Background: an optimization exercise with open tools, aiming at small area. Do not read the settings as production practice. The RTL was checked by simulation tests, not by an equivalence proof against the original design. Power is estimated from default activity; no workload was simulated.

### design/flow/config.mk
export PLATFORM = sky130hd
export DESIGN_NAME = top
export DESIGN_NICKNAME = top
export VERILOG_FILES = /design/flow/design.v
export SDC_FILE = /design/flow/constraint.sdc
export NUM_CORES = 4
export LEC_CHECK = 0
export CAP_MARGIN = 20
export CORE_MARGIN = 2
export CORE_UTILIZATION = 40
export SLEW_MARGIN = 20
### design/flow/constraint.sdc
create_clock -name core_clock -period 10.0 [get_ports {CLK}]
set_input_delay 2.0000 -clock core_clock [delete_from_list [all_inputs] [get_ports {CLK}]]
set_output_delay 2.0000 -clock core_clock [all_outputs]
set_load 0.01 [all_outputs]
### design/flow/design.v
module lfsr (
    input  wire        clk,
    input  wire        rst,
    output reg  [15:0] random
);
    always @(posedge clk) begin
        if (rst)
            random <= 16'hACE1;
        else
            random <= {random[14:0], random[15] ^ random[13] ^ random[12] ^ random[10]};
    end
endmodule
module uart_rx (
    input  wire       clk,
    input  wire       rst,
    input  wire       rx,
    output reg  [7:0] data,
    output wire       data_valid
);
    reg       rx_sync1, rx_sync2;
    reg [3:0] ph;
    reg [6:0] cnt;
    wire idle = ~ph[3] & ~ph[2] & (ph[1] | ph[0]);
    wire tick = &cnt;
    wire [10:0] nxt = {ph, cnt} + 11'd1;
    assign data_valid = (ph == 4'd1);
    always @(posedge clk) begin
        if (rst) begin
            rx_sync1 <= 1'b1;
            rx_sync2 <= 1'b1;
            ph <= 4'd3;
        end else begin
            rx_sync1 <= rx;
            rx_sync2 <= rx_sync1;
            if (idle) begin
                ph <= rx_sync2 ? 4'd3 : 4'd7;
                cnt <= 7'd76;
            end else if (tick && ph == 4'd7 && rx_sync2) begin
                ph <= 4'd3;
            end else begin
                ph <= nxt[10:7];
                cnt <= nxt[6:0] | {2'b00, tick, tick, 3'b000};
            end
            if (tick && ph[3])
                data <= {rx_sync2, data[7:1]};
        end
    end
endmodule
module top (
    input  wire CLK,
    input  wire RST,
    input  wire RX,
    output wire TX,
    output wire CONTROL_PIN,
    output wire LED1
);
    localparam [15:0] SECRET_KEY = 16'hA5C3;
    localparam [1:0] S_IDLE = 2'd0;
    localparam [1:0] S_SEND = 2'd1;
    localparam [1:0] S_WAIT = 2'd2;
    localparam [1:0] S_VERIFY = 2'd3;
    wire [7:0] rx_data;
    wire       rx_valid;
    uart_rx uart_receiver (
        .clk(CLK),
        .rst(RST),
        .rx(RX),
        .data(rx_data),
        .data_valid(rx_valid)
    );
    wire [15:0] challenge;
    lfsr challenge_gen (
        .clk(CLK),
        .rst(RST),
        .random(challenge)
    );
    reg [1:0]  state;
    reg [15:0] timer;
    reg [10:0] auth_timer;
    reg [15:0] snap;
    reg [3:0]  recv_index;
    reg        resp_ok;
    reg        authenticated;
    reg        control_state;
    wire sending = (state == S_SEND);
    wire waiting = (state == S_WAIT);
    wire period_done = timer[15] & timer[14] & timer[13] & timer[11] & timer[9] & timer[6] & timer[5];
    wire [15:0] timer_inc = timer + 16'd1;
    wire c7  = &timer[6:0];
    wire c11 = &timer[10:0];
    wire [15:0] timer_seq = timer_inc | (c11 ? 16'h0314 : (c7 ? 16'h0018 : 16'h0000));
    wire send_end = timer[14] & timer[12] & timer[6] & timer[5] & timer[4] & timer[3] & timer[2] & timer[0];
    wire [3:0] ch_idx = timer[14:11];
    wire [2:0] bit_idx = timer[9:7];
    reg  [3:0] nib;
    always @(*) begin
        case (ch_idx[1:0])
            2'd1: nib = snap[15:12];
            2'd2: nib = snap[11:8];
            2'd3: nib = snap[7:4];
            default: nib = snap[3:0];
        endcase
    end
    wire [7:0] hexch = (nib < 4'd10) ? {4'h3, nib} : {4'h4, nib - 4'd9};
    reg  [7:0] tx_ch;
    always @(*) begin
        case (ch_idx)
            4'd0: tx_ch = 8'h43;   
            4'd1: tx_ch = 8'h48;   
            4'd2: tx_ch = 8'h41;   
            4'd3: tx_ch = 8'h4C;   
            4'd4: tx_ch = 8'h3A;   
            4'd5, 4'd6, 4'd7, 4'd8: tx_ch = hexch;
            default: tx_ch = 8'h0A;   
        endcase
    end
    assign TX = ~sending | (timer[10] ? tx_ch[bit_idx] : ~timer[7]);
    wire [15:0] expected = (snap ^ SECRET_KEY) + SECRET_KEY;
    reg  [3:0] exp_nib;
    always @(*) begin
        case (recv_index[1:0])
            2'd1: exp_nib = expected[15:12];
            2'd2: exp_nib = expected[11:8];
            2'd3: exp_nib = expected[7:4];
            default: exp_nib = expected[3:0];
        endcase
    end
    reg [3:0] rx_nib;
    always @(*) begin
        if (rx_data >= 8'h30 && rx_data <= 8'h39)
            rx_nib = rx_data[3:0];
        else if ((rx_data >= 8'h41 && rx_data <= 8'h46) || (rx_data >= 8'h61 && rx_data <= 8'h66))
            rx_nib = rx_data[3:0] + 4'd9;
        else
            rx_nib = 4'd0;
    end
    reg rx_match;
    always @(*) begin
        case (recv_index)
            4'd0: rx_match = (rx_data == 8'h52);   
            4'd1: rx_match = (rx_data == 8'h45);   
            4'd2: rx_match = (rx_data == 8'h53);   
            4'd3: rx_match = (rx_data == 8'h50);   
            4'd4: rx_match = (rx_data == 8'h3A);   
            4'd9: rx_match = 1'b1;
            default: rx_match = (rx_nib == exp_nib);
        endcase
    end
    wire collecting = ~(recv_index[3] & recv_index[1]);   
    always @(posedge CLK) begin
        if (RST) begin
            state <= S_IDLE;
            timer <= 16'd0;
            authenticated <= 1'b0;
            control_state <= 1'b1;
        end else begin
            auth_timer <= auth_timer + 11'd1;
            if (authenticated && rx_valid && !(waiting && collecting)) begin
                if (rx_data == 8'h59 || rx_data == 8'h79)
                    control_state <= 1'b0;
                if (rx_data == 8'h4E || rx_data == 8'h6E)
                    control_state <= 1'b1;
            end
            case (state)
                S_IDLE: begin
                    if (period_done) begin
                        timer <= 16'd893;   
                        snap <= challenge;
                        state <= S_SEND;
                    end else begin
                        timer <= timer_inc;
                    end
                end
                S_SEND: begin
                    if (send_end) begin
                        timer <= 16'd0;
                        recv_index <= 4'd0;
                        resp_ok <= 1'b1;
                        state <= S_WAIT;
                    end else begin
                        timer <= timer_seq;
                    end
                end
                S_WAIT: begin
                    timer <= timer_inc;
                    if (rx_valid && collecting) begin
                        recv_index <= recv_index + 4'd1;
                        resp_ok <= resp_ok & rx_match;
                        if (rx_data == 8'h0A && recv_index == 4'd9)
                            state <= S_VERIFY;
                    end
                    if (period_done) begin
                        authenticated <= 1'b0;
                        state <= S_IDLE;
                    end
                end
                default: begin   
                    timer <= timer_inc;
                    authenticated <= resp_ok;
                    if (resp_ok)
                        auth_timer <= 11'd0;
                    state <= S_IDLE;
                end
            endcase
        end
    end
    wire send_led = timer[14:0] >= 15'd16329;
    assign LED1 = authenticated ? auth_timer[10] : (sending ? send_led : timer[13]);
    assign CONTROL_PIN = control_state;
endmodule
### design/flow/run.sh
#!/bin/bash
# synth_recipe.tcl (not shown) runs the flow's synth.tcl, then flattens the netlist and writes it again
# the make line also repeats each setting of config.mk as NAME=value (left out here)
make -C /OpenROAD-flow-scripts/flow DESIGN_CONFIG=/design/flow/config.mk WORK_HOME=/design/flow/orfs CLKGATE_MAP_FILE= SYNTH_SCRIPT=/design/flow/synth_recipe.tcl finish
==> results of run 1 <==
routing by layer:
layer | track usage, % | vias up | routed length [um]
met1 | 20.7 | 1736 | 4750
met5 | 0 | - | 0
met3 | 3.28 | 20 | 274
li1 | - | 1821 | -
met2 | 25.5 | 63 | 4620
met4 | 8.70 | 0 | 280
cells in the mapped netlist (all sizes together) (2+ instances only):
cell type / n / area, um2
a211oi: 2 / 20.0
a21oi: 30 / 154
a311oi: 2 / 17.5
a31oi: 5 / 31.3
a32oi: 2 / 17.5
a41oi: 2 / 17.5
and2: 5 / 31.3
and3: 14 / 88.8
and4: 2 / 17.5
buf: 5 / 26.3
clkbuf: 20 / 75.1
dfxtp: 42 / 841
edfxtp: 47 / 1410
ha: 15 / 188
inv: 15 / 56.3
mux4: 4 / 93.8
nand2: 43 / 161
nand2b: 3 / 18.8
nand3: 23 / 115
nand3b: 5 / 37.5
nand4: 9 / 71.3
nor2: 64 / 240
nor2b: 18 / 113
nor3: 13 / 65.1
nor3b: 4 / 30.0
nor4: 4 / 25.0
o211ai: 2 / 15.0
o21a: 3 / 22.5
o21ai: 30 / 150
o21bai: 3 / 22.5
o31ai: 4 / 30.0
or2: 9 / 56.3
or3: 5 / 31.3
or4b: 2 / 20.0
xnor2: 25 / 219
xor2: 23 / 201
cell families after synthesis:
family          after synthesis  share of synthesized area [%]
mux                           5                           2.14
fa+ha+maj                    15                           3.86
simple gates                224                           23.3
compound gates               96                           12.4
xor+xnor                     48                           8.66
buf+inv                      40                           3.25
flops                        89                           46.4
worst register-to-register path, stage by stage, from the launching register on:
cell and delay [ns]:
sky130_fd_sc_hd__edfxtp_1 0.43, sky130_fd_sc_hd__ha_1 0.43, sky130_fd_sc_hd__or4b_2 0.62, sky130_fd_sc_hd__o21ai_1 0.11, sky130_fd_sc_hd__o41a_1 0.18, sky130_fd_sc_hd__a31o_2 0.13, sky130_fd_sc_hd__xnor2_1 0.11, sky130_fd_sc_hd__nand4_1 0.10
sky130_fd_sc_hd__o31ai_1 0.26
final cells by class:
cell class | count | area share (%)
repair buffers | 6 | 1.08
multi-input cells | 388 | 46.0
flip-flops and latches | 89 | 42.2
clock buffers | 11 | 5.16
inverters | 15 | 1.06
clock inverters | 4 | 1.03
well taps | 147 | 3.45
worst max path at each step:
| stage | startpoint | endpoint | slack, ns |
|---|---|---|---|
| floorplan | timer[11] | TX | 5.77 |
| global placement | timer[11] | TX | 5.03 |
| detailed placement | timer[11] | TX | 4.94 |
| CTS | timer[11] | TX | 4.55 |
| global route | timer[11] | TX | 4.30 |
| finish | timer[11] | TX | 4.51 |
power groups by stage:
stage | clock network (uW) | registers, uW | logic [uW]
after floorplan | 0 | 409 | 19.6
after global placement | 0 | 412 | 24.1
after detailed placement | 0 | 412 | 24.7
after CTS | 378 | 404 | 25.0
after global routing | 392 | 405 | 28.7
final | 368 | 404 | 24.5
registers in the layout, summed over array words and instances, names as in the netlist:
register and flops:
resp_ok 1, uart_receiver.data 8, uart_receiver.rx_sync2 1, challenge_gen.random 16
uart_receiver.cnt 7, state 2, recv_index 4, uart_receiver.rx_sync1 1
snap 16, timer 16, authenticated 1, uart_receiver.ph 4
control_state 1, auth_timer 11
metrics by stage:
stage               std cells  util, %  instance area, um2  worst slack, ns  power [uW]
floorplan                 517        -                4860             5.77         429
global placement          645     42.0                5000             5.03         436
detailed placement        645     42.0                5000             4.94         437
CTS                       660     44.7                5330             4.55         807
global route              660     44.8                5330             4.30         826
finish                    660     44.8                5330             4.51         797
layout by cell type, fill, tap and decap left out, types with 4 or more instances in the layout:
| master | instances |
|---|---|
| sky130_fd_sc_hd__or2_2 | 9 |
| sky130_fd_sc_hd__nor3_1 | 12 |
| sky130_fd_sc_hd__a21oi_1 | 29 |
| sky130_fd_sc_hd__xnor2_1 | 25 |
| sky130_fd_sc_hd__clkdlybuf4s50_1 | 5 |
| sky130_fd_sc_hd__nand3b_1 | 5 |
| sky130_fd_sc_hd__xor2_1 | 23 |
| sky130_fd_sc_hd__nand3_1 | 23 |
| sky130_fd_sc_hd__nor3b_1 | 4 |
| sky130_fd_sc_hd__nor4_1 | 4 |
| sky130_fd_sc_hd__nand2_1 | 43 |
| sky130_fd_sc_hd__and2_1 | 4 |
| sky130_fd_sc_hd__o21ai_1 | 4 |
| sky130_fd_sc_hd__clkbuf_16 | 11 |
| sky130_fd_sc_hd__nand4_1 | 8 |
| sky130_fd_sc_hd__or3_1 | 5 |
| sky130_fd_sc_hd__and3_1 | 13 |
| sky130_fd_sc_hd__inv_1 | 15 |
| sky130_fd_sc_hd__nor2_1 | 64 |
| sky130_fd_sc_hd__a31oi_1 | 5 |
| sky130_fd_sc_hd__o21ai_0 | 26 |
| sky130_fd_sc_hd__nor2b_1 | 18 |
| sky130_fd_sc_hd__dfxtp_1 | 42 |
| sky130_fd_sc_hd__edfxtp_1 | 47 |
| sky130_fd_sc_hd__ha_1 | 15 |
| sky130_fd_sc_hd__o31ai_1 | 4 |
==> flow_results.org, run 1 <==
** Timing
- Rel. slew slack :: 32.7%
- Counting I/O delays and the setup requirement, the final critical path takes 5.49 ns.
- Max Clock Freq :: 182 MHz
- Final count of hold timing violations :: 0
- Setup repair after global routing left no endpoint under its margin.
- Setup violations remaining at the end of the flow were counted as 0.
- The final count of pins violating max slew is 0.
- On the final layout, the worst hold slack is 0.409 ns.
- Share of the clock period used by the worst path :: 54.9%
- Transition at the pin with the smallest max-transition slack :: 1.01 ns
- Setup TNS :: 0 ns
- Max Clock Skew :: 0.00626 ns

** Cells and area
- Flip-flop and latch area :: 2250 um2
- Cells with a size suffix above 1 make up 7.21% of the layout.
- Area of the multi-input gates :: 2450 um2
- Counting the fill cells in the layout gives 1139.
- The number of antenna diodes in the final layout is 0.
- Relative to the synthesized area, the layout overhead comes to 9.79%.
- # nets final :: 527

** Global routing
- Global routing finished with a remaining overflow of 0.
- Global router's overall resource usage :: 16.1%
- The via count of the first global-routing pass was 3438.
- First-pass GRT wire length :: 16.6 mm
- Largest net degree at the start of global routing :: 28
- The initial antenna violation count was 0.

** Critical path
- The setup path with the least slack is of type reg -> out.
- Of all nets on the critical path, the largest fanout is 15.
- Cell type with the highest occurrence count on the critical path :: sky130_fd_sc_hd__nor3_1
- The worst setup path is captured at an output pin.
- Register-to-register path setup slack :: 7.47 ns
- Kind of cell adding the most delay to the critical path :: simple AND/OR/NAND/NOR gates
- Stages on worst setup path :: 11
- In this run the critical register-to-register path is launched from recv_index[1].
- Reg2reg end :: resp_ok
- Measured in cells, the most critical reg-to-reg path has a length of 8.
- CP peak stage delay :: 0.69 ns
- Crit path required time :: 8.00 ns
- Together, buffers and inverters on the worst path number 2.
- The slowest stage of the critical path belongs to the cell sky130_fd_sc_hd__dfxtp_1.
- Arrival @ worst endpoint :: 3.49 ns
- Worst-path cell chain :: mux4_2 > inv_1 > ha_1 > nand2_1 > nor3_1 > a21oi_1 > nor3_1 > a311oi_1 > or3_1 > a32oi_1 > clkdlybuf4s50_1
- Startpoint class of the critical path :: flop

** Placed design
- Input and output buffers added on the ports amount to 5.
- Placer's final routability congestion estimate :: 0.929
- The HPWL after detailed placement is 7.02 mm.

** Die
- 6 I/O pins were placed.
- Die area :: 13000 um2
- The total area inside the core boundary comes to 11900 um2.
- The die is 114 um tall.
- Initial Util :: 40.8%
- The initialized floorplan defines 40 standard-cell rows.
- The die is 114 um wide.

** Power and ir drop
- Logic gate share of total power :: 3.1%
- Peak supply drop :: 0.0828 mV
- For this design the ratio of total power to cell area is 149 nW/um2.
- Switching part of the total power :: 20.7%
- Share of total power in sequential cells :: 50.7%
- In this run the power spent charging and discharging nets is 165 uW.
- The internal portion of the total power is 631 uW.
- Of the total power, the clock network draws 46.2%.
- Leak pwr :: 0.00182 uW

** Synth
- Net count of the mapped netlist :: 535
- In this run the cell area of the synthesized design comes to 4860 um2.
- Seq cells post-synth :: 89
- Post-Synthesis Mean Instance Area :: 9.39 um2
- Number of flops mapped to enable cells by yosys :: 47
- Post-synthesis instance total :: 517
- For this run, the leading register cell type out of synthesis is sky130_fd_sc_hd__edfxtp_1.
- The number of different library cells used by synthesis comes to 59.
- During synthesis, Yosys emitted a total of 3 warnings.
- Async set-reset flop share out of synthesis :: 0%
- Share of the yosys chip area belonging to registers :: 46.4%

** Clock network
- Post-CTS timing repair inserted 0 buffers for setup.
- Clock tree from TritonCTS :: built
- Htree depth :: 3
- Number of buffers added by the clock tree synthesis step :: 9
- Post-CTS repair changed the size of 0 cells.
- Counting every sink on the clock net gives 89.
- Count of hold-fix buffers inserted at cts :: 0
- No sink is reached through more buffers than the 2 on the longest clock path.
- Clock insertion delay at the later pin of the skew report :: 0.35 ns
- Clock slew seen by the registers of the worst setup and hold paths :: 0.06 ns
- CTS placed an instance of sky130_fd_sc_hd__clkbuf_16 at the clock tree root.

** Worst hold path
- Hold worst-path end :: uart_receiver.rx_sync2
- Cell count of the worst hold path :: 1
- Worst hold path type :: reg -> reg
- Min-delay src :: uart_receiver.rx_sync1

** Routing
- Number of routed nets with antenna violations :: 0
- Before antenna repair, the detailed router went through 4 iterations.
- Wirelength per Cell :: 15.0 um
- Post-detailed-routing wire length :: 9.92 mm
- Via count normalized by instance count :: 5.52
- Final routed DRC violation total :: 0
- For this block, the via count after detailed routing is 3640.
- Number of DRC violations after detailed-routing iteration 0 :: 168

** Run status
- The flow ran to the end and the layout has no timing, DRC or antenna violations.

** Job
- The tool flagged a number of max-cap violations equal to 0.
==> run 2, diff against run 1 <==
--- a/design/flow/config.mk
+++ b/design/flow/config.mk
@@ -8,4 +8,7 @@
 export CAP_MARGIN = 20
 export CORE_MARGIN = 2
 export CORE_UTILIZATION = 40
+export CTS_BUF_LIST = sky130_fd_sc_hd__clkbuf_8
+export CTS_CLUSTER_DIAMETER = 100
+export CTS_CLUSTER_SIZE = 30
 export SLEW_MARGIN = 20
==> run 2 against run 1 <==
Against the previous run:
- hold slack gained 0.0039 ns
- register-to-register slack is essentially flat
- clock power shrank 18%
- clock skew grew 0.0047 ns
- final cell count is the same
- core utilization shrank 0.77 points
- critical path type unchanged
==> flow_results.org, run 2 <==
** Run status
- Outcome :: no timing/DRC/antenna violations

** Critical path
- STA classifies the critical path endpoint as an output pin.
- Crit path required time :: 8.00 ns (about the same)
- The critical path is of the reg -> out type.
- STA classifies the critical path startpoint as a flop.
- The data arrival time of the critical path was 3.53 ns (+0.04 ns).
- Maximum net fanout on the critical path :: 15 (unchanged)

** Synth
- Net count of the mapped netlist :: 535 (unchanged)
- Seq cells post-synth :: 89 (unchanged)
- Leading area contributor after synthesis :: sky130_fd_sc_hd__edfxtp_1
- The commonest cells after synthesis are sky130_fd_sc_hd__nor2_1 (64), sky130_fd_sc_hd__edfxtp_1 (47), sky130_fd_sc_hd__nand2_1 (43).
- Post-Syn Area :: 4860 um2 (unchanged)
- The proportion of netlist area held by the largest area contributor came to 29.1% (unchanged).
- The unique cell type count in the Yosys netlist is 59 (unchanged).
- In the synthesized netlist the dominant register cell turns out to be sky130_fd_sc_hd__edfxtp_1.
- Share of the yosys chip area belonging to registers :: 46.4% (unchanged)
- Post-Synthesis Mean Instance Area :: 9.39 um2 (unchanged)
- The cell count after synthesis came to 517 (unchanged).
- By area the synthesized netlist is led by sky130_fd_sc_hd__edfxtp_1 (29%), sky130_fd_sc_hd__dfxtp_1 (17%), sky130_fd_sc_hd__nor2_1 (4.9%).
- Most repeated cell in the gate-level netlist after synthesis :: sky130_fd_sc_hd__nor2_1
- The fraction of synthesis flops using an asynchronous set or reset pin came to 0% (unchanged).
- The count of flip-flops with a built-in enable after synthesis was 47 (unchanged).
- Ys Warns :: 3 (unchanged)

** Worst hold path
- Worst hold path type :: reg -> reg

** Cells and area
- The number of antenna diodes came to 0 (unchanged).
- # nets final :: 527 (unchanged)
- The number of inserted filler cells in the final layout came to 1155 (+1.4%).
- Highest-count cells in the layout ignoring fill and taps :: sky130_fd_sc_hd__nor2_1 (64), sky130_fd_sc_hd__edfxtp_1 (47), sky130_fd_sc_hd__nand2_1 (43), sky130_fd_sc_hd__dfxtp_1 (42), sky130_fd_sc_hd__a21oi_1 (29)
- Top Registers :: challenge_gen.random: 16 flops, snap: 16 flops, timer: 16 flops
- Synthesis-to-finish area growth :: 7.91%
- The area occupied by multi-input gates is 2450 um2 (unchanged).
- Finished Layout Cells :: 660 (unchanged)
- The proportion of layout cells with a drive suffix above 1 was 7.21% (unchanged).
- Final core utilization :: 44.0% (-0.77 points)
- The area occupied by registers was 2250 um2 (unchanged).
- Commonest non-fill, non-tap cell in the layout :: sky130_fd_sc_hd__nor2_1

** Die
- The die width came to 114 um (unchanged).
- Number of cell rows :: 40 (unchanged)
- Initial Util :: 40.8% (unchanged)
- CORE AREA :: 11900 um2 (unchanged)
- Overall die height :: 114 um (unchanged)
- Die area :: 13000 um2 (unchanged)
- The number of placed I/O pins was 6 (unchanged).

** Clock network
- The quantity of gates resized following cts was 0 (unchanged).
- In this run the clock root is driven by a sky130_fd_sc_hd__clkbuf_8.
- Clock tree from TritonCTS :: built
- Count of hold-fix buffers inserted at cts :: 0 (unchanged)
- The CTS clock-pin slew for the worst setup and hold paths was 0.09 ns (+0.03 ns).
- Worst-case clock buffer depth :: 2 (unchanged)
- Number of buffers added by the clock tree synthesis step :: 9 (unchanged)
- Post-CTS Repair Setup Buffers :: 0 (unchanged)
- Clock insertion delay at the later pin of the skew report :: 0.38 ns (+0.03 ns)
- The count of H-tree levels built during CTS is 3 (unchanged).
- The total clock sinks is 89 (unchanged).

** Placed design
- Post-detailed-placement half-perimeter wirelength :: 7.02 mm (unchanged)
- Number of cells after detailed placement :: 645 (unchanged)
- The final RePlAce weighted congestion came to 0.929 (unchanged).
- Number of buffers inserted by port buffering :: 5 (unchanged)

** Routing
- The sum of routed wire length over all layers was 9.92 mm (about the same).
- Final routed DRC violation total :: 0 (unchanged)
- Number of routed nets with antenna violations :: 0 (unchanged)
- The length of the first detailed-routing pass in iterations is 4 (unchanged).
- Wirelength per Cell :: 15.0 um (about the same)
- The iteration-0 DRC count of the detailed router came to 178 (+6.0%).
- The via total after detailed routing came to 3651 (+0.30%).
- The post-detailed-route via-to-cell ratio was 5.53 (+0.30%).

** Global routing
- Global router's overall resource usage :: 16.0% (-0.15 points)
- The first-pass GRT wire length is 16.6 mm (-0.33%).
- The remaining global-route overflow came to 0 (unchanged).
- The global-route met3 utilization is 3.07% (-0.21 points).
- Via count of the first global-routing pass :: 3439 (+0.029%)
- Routing usage on met1 :: 20.7% (-0.074 points)
- The initial antenna violation count was 0 (unchanged).
- The largest net degree at the start of global routing was 28 (unchanged).
- The met2 usage in global routing came to 25.4% (-0.040 points).
- The layer flagged by global routing as most heavily used is met2.

** Timing
- The setup total negative slack was 0 ns (unchanged).
- Max Clock Freq :: 181 MHz (-0.66%)
- Setup repair after global routing left no endpoint under its margin.
- The share of the clock period used by the worst path after layout was 55.3% (+0.37 points).
- Max Clock Skew :: 0.0110 ns (+0.00472 ns)
- # setup viols final :: 0 (unchanged)
- The clock period minus worst slack came to 5.53 ns (+0.0365 ns).
- The worst slew margin relative to its limit is 32.7% (about the same).
- The count of final hold-check violations came to 0 (unchanged).
- Number of slew-limit violations in the final report :: 0 (unchanged)
- Transition at the pin with the smallest max-transition slack :: 1.01 ns (-0.000246 ns)

** Power and ir drop
- Leak pwr :: 0.00178 uW (-2.3%)
- Total Power :: 728 uW (-8.6%)
- Peak supply drop :: 0.0801 mV (-3.3%)
- Pwr Density :: 139 nW/um2 (-7.0%)

** Job
- The total of max-cap violations came to 0 (unchanged).
run 2: logic make-up (layout without fill, tap and decap cells):
kind of cell	after synthesis	in the layout	synth area share [%]
AND/OR/NAND/NOR	224	224	23.3
buffers and inverters	40	36	3.25
multiplexers	5	5	2.14
adder cells (fa/ha/maj)	15	15	3.86
flip-flops	89	89	46.4
XOR/XNOR	48	48	8.66
AO/OA/AOI/OAI	96	96	12.4
run 2: worst paths after layout:
check | startpoint | end | slack [ns] | cells after the start
setup reg to reg | recv_index[1] | resp_ok | 7.47 | 8
hold / removal | uart_receiver.rx_sync1 | uart_receiver.rx_sync2 | 0.41 | 1
hold reg to reg | uart_receiver.rx_sync1 | uart_receiver.rx_sync2 | 0.41 | 1
setup / recovery | timer[11] | TX | 4.47 | 11
run 2: through the flow:
step                setup WS, ns  hold WS, ns  cell area (um2)
detailed placement          4.94        0.394             5000
global route                4.26        0.428             5240
global placement            5.03        0.396             5000
finish                      4.47        0.413             5240
CTS                         4.50        0.415             5240
floorplan                   5.77        0.389             4860
run 2: layer usage:
metal,share of wire [%],wire length [um]
met1,47,4710
met2,47,4650
met3,3.4,340
met4,2.2,218
met5,0,0
run 2: layout make-up:
class / count / share of cell area, %
multi-input combinational: 388 / 46.8
sequential: 89 / 43.0
tap: 147 / 3.51
clock buffer: 9 / 2.36
clock inverter: 6 / 2.20
timing repair buffer: 6 / 1.10
inverter: 15 / 1.07
run 2: power breakdown:
group | total (uW) | switching (uW) | internal [uW]
Sequential | 403 | 7.86 | 396
Clock | 300 | 134 | 166
Combinational | 24.5 | 13.4 | 11.1
run 2: worst max-delay path, stage by stage, from the launching register on:
cell and delay (ns):
sky130_fd_sc_hd__dfxtp_1 0.70, sky130_fd_sc_hd__mux4_2 0.60, sky130_fd_sc_hd__inv_1 0.09, sky130_fd_sc_hd__ha_1 0.14, sky130_fd_sc_hd__nand2_1 0.06, sky130_fd_sc_hd__nor3_1 0.13
sky130_fd_sc_hd__a21oi_1 0.06, sky130_fd_sc_hd__nor3_1 0.18, sky130_fd_sc_hd__a311oi_1 0.08, sky130_fd_sc_hd__or3_1 0.33, sky130_fd_sc_hd__a32oi_1 0.19, sky130_fd_sc_hd__clkdlybuf4s50_1 0.57

-- separate check: timing with driven ports --
How much do the figures lean on ideal ports? The routed layouts below were timed once more, with nothing changed but the port constraints.
Step 1 sets driving cells, clkbuf_16 on the clock port and buf_2 on the other inputs (assumed; they add their load-dependent delay and slew).
Step 2, shift: input delay + t, output delay - t, t = (earliest + latest rising clock arrival at the registers) / 2. This alone moves slack from input paths to output paths.
Slacks: ideal / step 1 / step 2; pairs: ideal / step 1.
run | t (ns) | slack for setup (ns) | hold slack, ns | pins driven straight from the clock port
run 1 | 0.385 | 4.510 / 4.471 / 4.856 | 0.409 / 0.409 / 0.409 | 1
run 2 | 0.401 | 4.473 / 4.442 / 4.844 | 0.413 / 0.413 / 0.413 | 1
After both steps every run listed still meets setup and hold.
